This design comes from an exercise in tuning for small area and a short achievable clock period on the open sky130 flow, not from production work.
At most, simulation tests tie the RTL to the original design; equivalence was not proved.

==> inputs of job 1129 <==
==> flow/design.v <==
module reg_file (
    input clk,
    input rst,
    input we,
    input [4:0] wa,
    input [31:0] wd,
    input [4:0] ra1,
    input [4:0] ra2,
    output [31:0] rd1,
    output [31:0] rd2
);
    reg [31:0] r [1:31];
    reg [31:1] valid;
    genvar i;
    generate
        for (i = 1; i < 32; i = i + 1) begin : g_reg
            always @(posedge clk)
                if (we && wa == i)
                    r[i] <= wd;
        end
    endgenerate
    always @(posedge clk or posedge rst)
        if (rst)
            valid <= 31'b0;
        else if (we)
            valid[wa] <= 1'b1;
    reg [31:0] o1, o2;
    integer k;
    always @(*) begin
        o1 = 32'b0;
        o2 = 32'b0;
        for (k = 1; k < 32; k = k + 1) begin
            o1 = o1 | ({32{(ra1 == k) & valid[k]}} & r[k]);
            o2 = o2 | ({32{(ra2 == k) & valid[k]}} & r[k]);
        end
    end
    assign rd1 = o1;
    assign rd2 = o2;
endmodule
module mips_pipeline (
    input clk,
    input rst,
    input [31:0] inst,
    input  [31:0] data_in,
    output mem_read,
    output mem_write,
    output [31:0] inst_adr,
    output [31:0] data_adr,
    output [31:0] data_out
);
    reg [31:0] pc;
    reg [31:0] ifid_inst;
    reg        ifid_v;           
    reg [31:0] idex_a, idex_b, idex_sd;
    reg [4:0]  idex_rw;
    reg        idex_rwe, idex_mr, idex_mw;
    reg        idex_cin, idex_add, idex_slt, idex_sgn, idex_sr, idex_sl, idex_sra;
    reg [1:0]  idex_lop;
    reg [31:0] exmem_y, exmem_sd;
    reg [4:0]  exmem_rw;
    reg        exmem_rwe, exmem_mr, exmem_mw;
    wire [5:0]  op  = ifid_inst[31:26];
    wire [4:0]  rs  = ifid_inst[25:21];
    wire [4:0]  rt  = ifid_inst[20:16];
    wire [4:0]  rd  = ifid_inst[15:11];
    wire [4:0]  sh  = ifid_inst[10:6];
    wire [5:0]  fn  = ifid_inst[5:0];
    wire [15:0] imm = ifid_inst[15:0];
    wire rtype  = (op == 6'h00);
    wire i_jr   = rtype & (fn == 6'h08);
    wire i_jalr = rtype & (fn == 6'h09);
    wire i_j    = (op == 6'h02);
    wire i_jal  = (op == 6'h03);
    wire i_beq  = (op == 6'h04);
    wire i_bne  = (op == 6'h05);
    wire i_lw   = (op == 6'h23);
    wire i_sw   = (op == 6'h2b);
    wire i_addi = (op == 6'h08);
    wire i_addiu= (op == 6'h09);
    wire i_slti = (op == 6'h0a);
    wire i_sltiu= (op == 6'h0b);
    wire i_andi = (op == 6'h0c);
    wire i_ori  = (op == 6'h0d);
    wire i_xori = (op == 6'h0e);
    wire i_lui  = (op == 6'h0f);
    wire r_and  = rtype & (fn == 6'h24);
    wire r_or   = rtype & (fn == 6'h25);
    wire r_xor  = rtype & (fn == 6'h26);
    wire r_nor  = rtype & (fn == 6'h27);
    wire r_add  = rtype & (fn[5:1] == 5'b10000);    
    wire r_sub  = rtype & (fn[5:1] == 5'b10001);    
    wire r_slt  = rtype & (fn == 6'h2a);
    wire r_sltu = rtype & (fn == 6'h2b);
    wire r_sll  = rtype & ((fn == 6'h00) | (fn == 6'h04));
    wire r_srl  = rtype & ((fn == 6'h02) | (fn == 6'h06));
    wire r_sra  = rtype & ((fn == 6'h03) | (fn == 6'h07));
    wire r_shim = rtype & ((fn == 6'h00) | (fn == 6'h02) | (fn == 6'h03));
    wire link   = i_jal | i_jalr;
    wire imm_b  = i_lw | i_sw | i_addi | i_addiu | i_slti | i_sltiu | i_andi | i_ori | i_xori;
    wire sgn_imm= i_addi | i_slti | i_andi | i_ori | i_xori;
    wire inv_b  = r_sub | r_slt | r_sltu | i_slti | i_sltiu;
    wire d_rwe_raw = (rtype & ~i_jr) | i_jal | i_lw | i_addi | i_addiu | i_slti |
                     i_sltiu | i_andi | i_ori | i_xori | i_lui;
    wire [4:0] d_rw = i_jal ? 5'd31 : (rtype ? rd : rt);
    wire [31:0] rf1, rf2;
    wire [31:0] mval = exmem_mr ? data_in : exmem_y;
    reg_file RF (
        .clk(clk), .rst(rst),
        .we(exmem_rwe), .wa(exmem_rw), .wd(mval),
        .ra1(rs), .ra2(rt),
        .rd1(rf1), .rd2(rf2)
    );
    wire [31:0] alu_y;
    wire f1ex  = idex_rwe  & (idex_rw  == rs);
    wire f1mem = exmem_rwe & (exmem_rw == rs);
    wire f2ex  = idex_rwe  & (idex_rw  == rt);
    wire f2mem = exmem_rwe & (exmem_rw == rt);
    wire [31:0] v1 = f1ex ? alu_y : f1mem ? mval : rf1;
    wire [31:0] v2 = f2ex ? alu_y : f2mem ? mval : rf2;
    wire stall = idex_mr & ((idex_rw == rs) | (idex_rw == rt));
    wire eq    = (v1 == v2);
    wire jmp   = ifid_v & (i_j | i_jal | i_jr | i_jalr);
    wire br    = ifid_v & ((i_beq & eq) | (i_bne & ~eq));
    wire taken = jmp | br;
    wire [31:0] pc4   = pc + 32'd4;                        
    wire [31:0] sext  = {{16{imm[15]}}, imm};
    wire [31:0] bt    = pc + {sext[29:0], 2'b00};
    wire [31:0] jt    = (i_jr | i_jalr) ? v1 : {pc[31:28], ifid_inst[25:0], 2'b00};
    wire [31:0] pc_nx = br ? bt : (jmp ? jt : pc4);
    wire [31:0] ext = sgn_imm ? sext : {16'b0, imm};
    wire [31:0] d_a = link  ? pc :
                      i_lui ? {imm, 16'b0} :
                      r_shim ? {27'b0, sh} : v1;
    wire [31:0] bsel = imm_b ? ext : v2;
    wire [31:0] v2r, slr, srr;
    genvar gi;
    generate
        for (gi = 0; gi < 32; gi = gi + 1) begin : g_rev
            assign v2r[gi] = v2[31-gi];
            assign slr[gi] = srr[31-gi];
        end
    endgenerate
    wire [31:0] d_b = (link | i_lui) ? 32'b0 :
                      r_sll ? v2r :
                      inv_b ? ~bsel : bsel;
    wire d_add = r_add | r_sub | i_lw | i_sw | i_addi | i_addiu;
    wire d_slt = r_slt | r_sltu | i_slti | i_sltiu;
    wire d_sgn = r_slt | i_slti;
    wire [1:0] d_lop = (r_or | i_ori | i_lui | link) ? 2'b01 :
                       (r_xor | i_xori) ? 2'b10 :
                       r_nor ? 2'b11 : 2'b00;
    wire ctl_ok = ifid_v & ~stall;
    wire [33:0] sum34 = {1'b0, idex_a, idex_cin} + {1'b0, idex_b, idex_cin};
    wire [31:0] sum = sum34[32:1];
    wire c32 = sum34[33];
    wire lt = idex_sgn ? (idex_a[31] ^ idex_b[31] ^ c32) : ~c32;
    wire [31:0] lres = (idex_lop == 2'b00) ? (idex_a & idex_b) :
                       (idex_lop == 2'b01) ? (idex_a | idex_b) :
                       (idex_lop == 2'b10) ? (idex_a ^ idex_b) : ~(idex_a | idex_b);
    wire [63:0] sr64 = {{32{idex_sra & idex_b[31]}}, idex_b} >> idex_a[4:0];
    assign srr = sr64[31:0];
    assign alu_y = idex_add ? sum :
                   idex_slt ? {31'b0, lt} :
                   idex_sr  ? srr :
                   idex_sl  ? slr : lres;
    always @(posedge clk or posedge rst) begin
        if (rst) begin
            pc <= 32'b0;
            ifid_v <= 1'b0;
            idex_rwe <= 1'b0; idex_mr <= 1'b0; idex_mw <= 1'b0;
            exmem_rwe <= 1'b0; exmem_mr <= 1'b0; exmem_mw <= 1'b0;
        end else begin
            if (!stall) begin
                pc <= pc_nx;
                ifid_v <= ~taken;
            end
            idex_rwe <= ctl_ok & d_rwe_raw & (d_rw != 5'd0);
            idex_mr  <= ctl_ok & i_lw;
            idex_mw  <= ctl_ok & i_sw;
            exmem_rwe <= idex_rwe;
            exmem_mr  <= idex_mr;
            exmem_mw  <= idex_mw;
        end
    end
    always @(posedge clk) begin
        if (!stall)
            ifid_inst <= inst;
        idex_a   <= d_a;
        idex_b   <= d_b;
        idex_sd  <= v2;
        idex_rw  <= d_rw;
        idex_add <= d_add;
        idex_slt <= d_slt;
        idex_cin <= inv_b;
        idex_sgn <= d_sgn;
        idex_sr  <= r_srl | r_sra;
        idex_sl  <= r_sll;
        idex_sra <= r_sra;
        idex_lop <= d_lop;
        exmem_y  <= alu_y;
        exmem_sd <= idex_sd;
        exmem_rw <= idex_rw;
    end
    assign inst_adr = pc;
    assign mem_read = exmem_mr;
    assign mem_write = exmem_mw;
    assign data_adr = exmem_y;
    assign data_out = exmem_sd;
endmodule
==> flow/run.sh <==
#!/bin/bash
# synth_recipe.tcl (not shown) runs the flow's synth.tcl, then flattens the netlist and writes it again
# the make line also repeats each setting of config.mk as NAME=value (left out here)
make -C /OpenROAD-flow-scripts/flow DESIGN_CONFIG=/design/flow/config.mk WORK_HOME=/design/flow/orfs CLKGATE_MAP_FILE= SYNTH_SCRIPT=/design/flow/synth_recipe.tcl finish
==> flow/config.mk <==
export PLATFORM = sky130hd
export DESIGN_NAME = mips_pipeline
export DESIGN_NICKNAME = mips_pipeline
export VERILOG_FILES = /design/flow/design.v
export SDC_FILE = /design/flow/constraint.sdc
export NUM_CORES = 4
export LEC_CHECK = 0
export CAP_MARGIN = 20
export CORE_MARGIN = 2
export CORE_UTILIZATION = 30
export PLACE_DENSITY = 0.45
export SETUP_SLACK_MARGIN = 0.1
export SLEW_MARGIN = 20
==> flow/constraint.sdc <==
create_clock -name core_clock -period 13.0 [get_ports {clk}]
set_input_delay 2.6000 -clock core_clock [delete_from_list [all_inputs] [get_ports {clk}]]
set_output_delay 2.6000 -clock core_clock [all_outputs]
set_load 0.01 [all_outputs]
==> job 805: changes against job 1129 <==
--- a/flow/design.v
+++ b/flow/design.v
@@ -117,9 +117,16 @@
     wire f2mem = exmem_rwe & (exmem_rw == rt);
-    wire [31:0] v1 = f1ex ? alu_y : f1mem ? mval : rf1;
-    wire [31:0] v2 = f2ex ? alu_y : f2mem ? mval : rf2;
+    wire s1d = ~f1ex & f1mem & exmem_mr;            
+    wire s2d = ~f2ex & f2mem & exmem_mr;
+    wire [31:0] v1n = f1ex ? alu_y : f1mem ? exmem_y : rf1;    
+    wire [31:0] v2n = f2ex ? alu_y : f2mem ? exmem_y : rf2;
+    wire [31:0] v1 = s1d ? data_in : v1n;
+    wire [31:0] v2 = s2d ? data_in : v2n;
     wire stall = idex_mr & ((idex_rw == rs) | (idex_rw == rt));
-    wire eq    = (v1 == v2);
+    wire [31:0] kd = s1d ? v2n : v1n;
+    wire eq_d  = (data_in == kd);
+    wire eq_n  = (v1n == v2n);
+    wire eq    = (s1d & s2d) | ((s1d | s2d) ? eq_d : eq_n);
     wire jmp   = ifid_v & (i_j | i_jal | i_jr | i_jalr);
-    wire br    = ifid_v & ((i_beq & eq) | (i_bne & ~eq));
-    wire taken = jmp | br;
+    wire isbeq = ifid_v & i_beq;
+    wire isbne = ifid_v & i_bne;
     wire [31:0] pc4   = pc + 32'd4;                        
@@ -128,3 +135,7 @@
     wire [31:0] jt    = (i_jr | i_jalr) ? v1 : {pc[31:28], ifid_inst[25:0], 2'b00};
-    wire [31:0] pc_nx = br ? bt : (jmp ? jt : pc4);
+    wire [31:0] pc_jn = jmp ? jt : pc4;
+    wire [31:0] pc_e1 = stall ? pc : isbeq ? bt : pc_jn;
+    wire [31:0] pc_e0 = stall ? pc : isbne ? bt : pc_jn;
+    wire v_e1 = stall ? ifid_v : ~(jmp | isbeq);
+    wire v_e0 = stall ? ifid_v : ~(jmp | isbne);
     wire [31:0] ext = sgn_imm ? sext : {16'b0, imm};
@@ -172,6 +183,4 @@
         end else begin
-            if (!stall) begin
-                pc <= pc_nx;
-                ifid_v <= ~taken;
-            end
+            pc <= eq ? pc_e1 : pc_e0;
+            ifid_v <= eq ? v_e1 : v_e0;
             idex_rwe <= ctl_ok & d_rwe_raw & (d_rw != 5'd0);
==> flow/flow/run.sh (new file) <==
#!/bin/bash
set -euo pipefail
bash standard.sh SETUP_SLACK_MARGIN=9 CORE_UTILIZATION=55 PLACE_DENSITY=0.65 finish > flow_make.log 2>&1
==> flow/standard.sh (new file) <==
#!/bin/bash
# synth_recipe.tcl (not shown) runs the flow's synth.tcl, then flattens the netlist and writes it again
# the make line also repeats each setting of config.mk as NAME=value (left out here)
make -C /OpenROAD-flow-scripts/flow DESIGN_CONFIG=/design/flow/config.mk WORK_HOME=/design/flow/orfs CLKGATE_MAP_FILE= SYNTH_SCRIPT=/design/flow/synth_recipe.tcl "${@:-finish}"
removed: flow/run.sh
==> impl_metrics.tcl <==
set metrics [dict create \
    synth-simple-area-share 0.1795 \
    cts_made_buffers 135 \
    lastStage "5_1_grt" \
    muxShareOfSynthArea 0.04309 \
    synth_cell_types 96 \
    ctsResizeCount 1203 \
    die_x_um 358.2 \
    status "aborted with a tool error" \
    error_line "[ERROR GRT-0232] Routing congestion too high. Check the congestion heatmap in the GUI." \
    met1_usage 0.7950 \
]
# the run above: job 805

==> impl_metrics.tcl <==
set metrics [dict create \
    muxShareOfSynthArea 0.03327 \
    synth-simple-area-share 0.1779 \
    status "complete, but fails checks" \
    synth_top_area_cell "edfxtp_1" \
    synth_cell_types 110 \
    end_kind "register" \
    cts_tree "done" \
    violations "antenna violations" \
    ctsResizeCount 0 \
    met1_usage 0.5265 \
    ant_nets 1 \
    die_x_um 477 \
    synth_top_family_by_area "simple AND/OR/NAND/NOR gates" \
]
# the run above: job 1129

The RTL of job 805 was laid out without a check of its function.

-- port drivers added, routing unchanged --
Ports are ideal in the flow. The routed layout listed here was re-timed in OpenROAD.
Step 1: set_driving_cell puts a clkbuf_16 on clk and a buf_2 on each other input, an assumption about the parent block.
Step 2, shift: input delay + t, output delay - t, t = (earliest + latest rising clock arrival at the registers) / 2. This alone moves slack from input paths to output paths.
Three values: ideal ports, drivers, drivers and shift; two values: the first two.
run: job 1129
t, ns: 0.964
setup WS [ns]: 4.569 / 4.569 / 4.411
slew at the worst register clock pin (ns): 0.07 / 0.07
The setup slack of job 1129 moves by 0.000 ns with the drivers and by -0.158 ns with both steps.
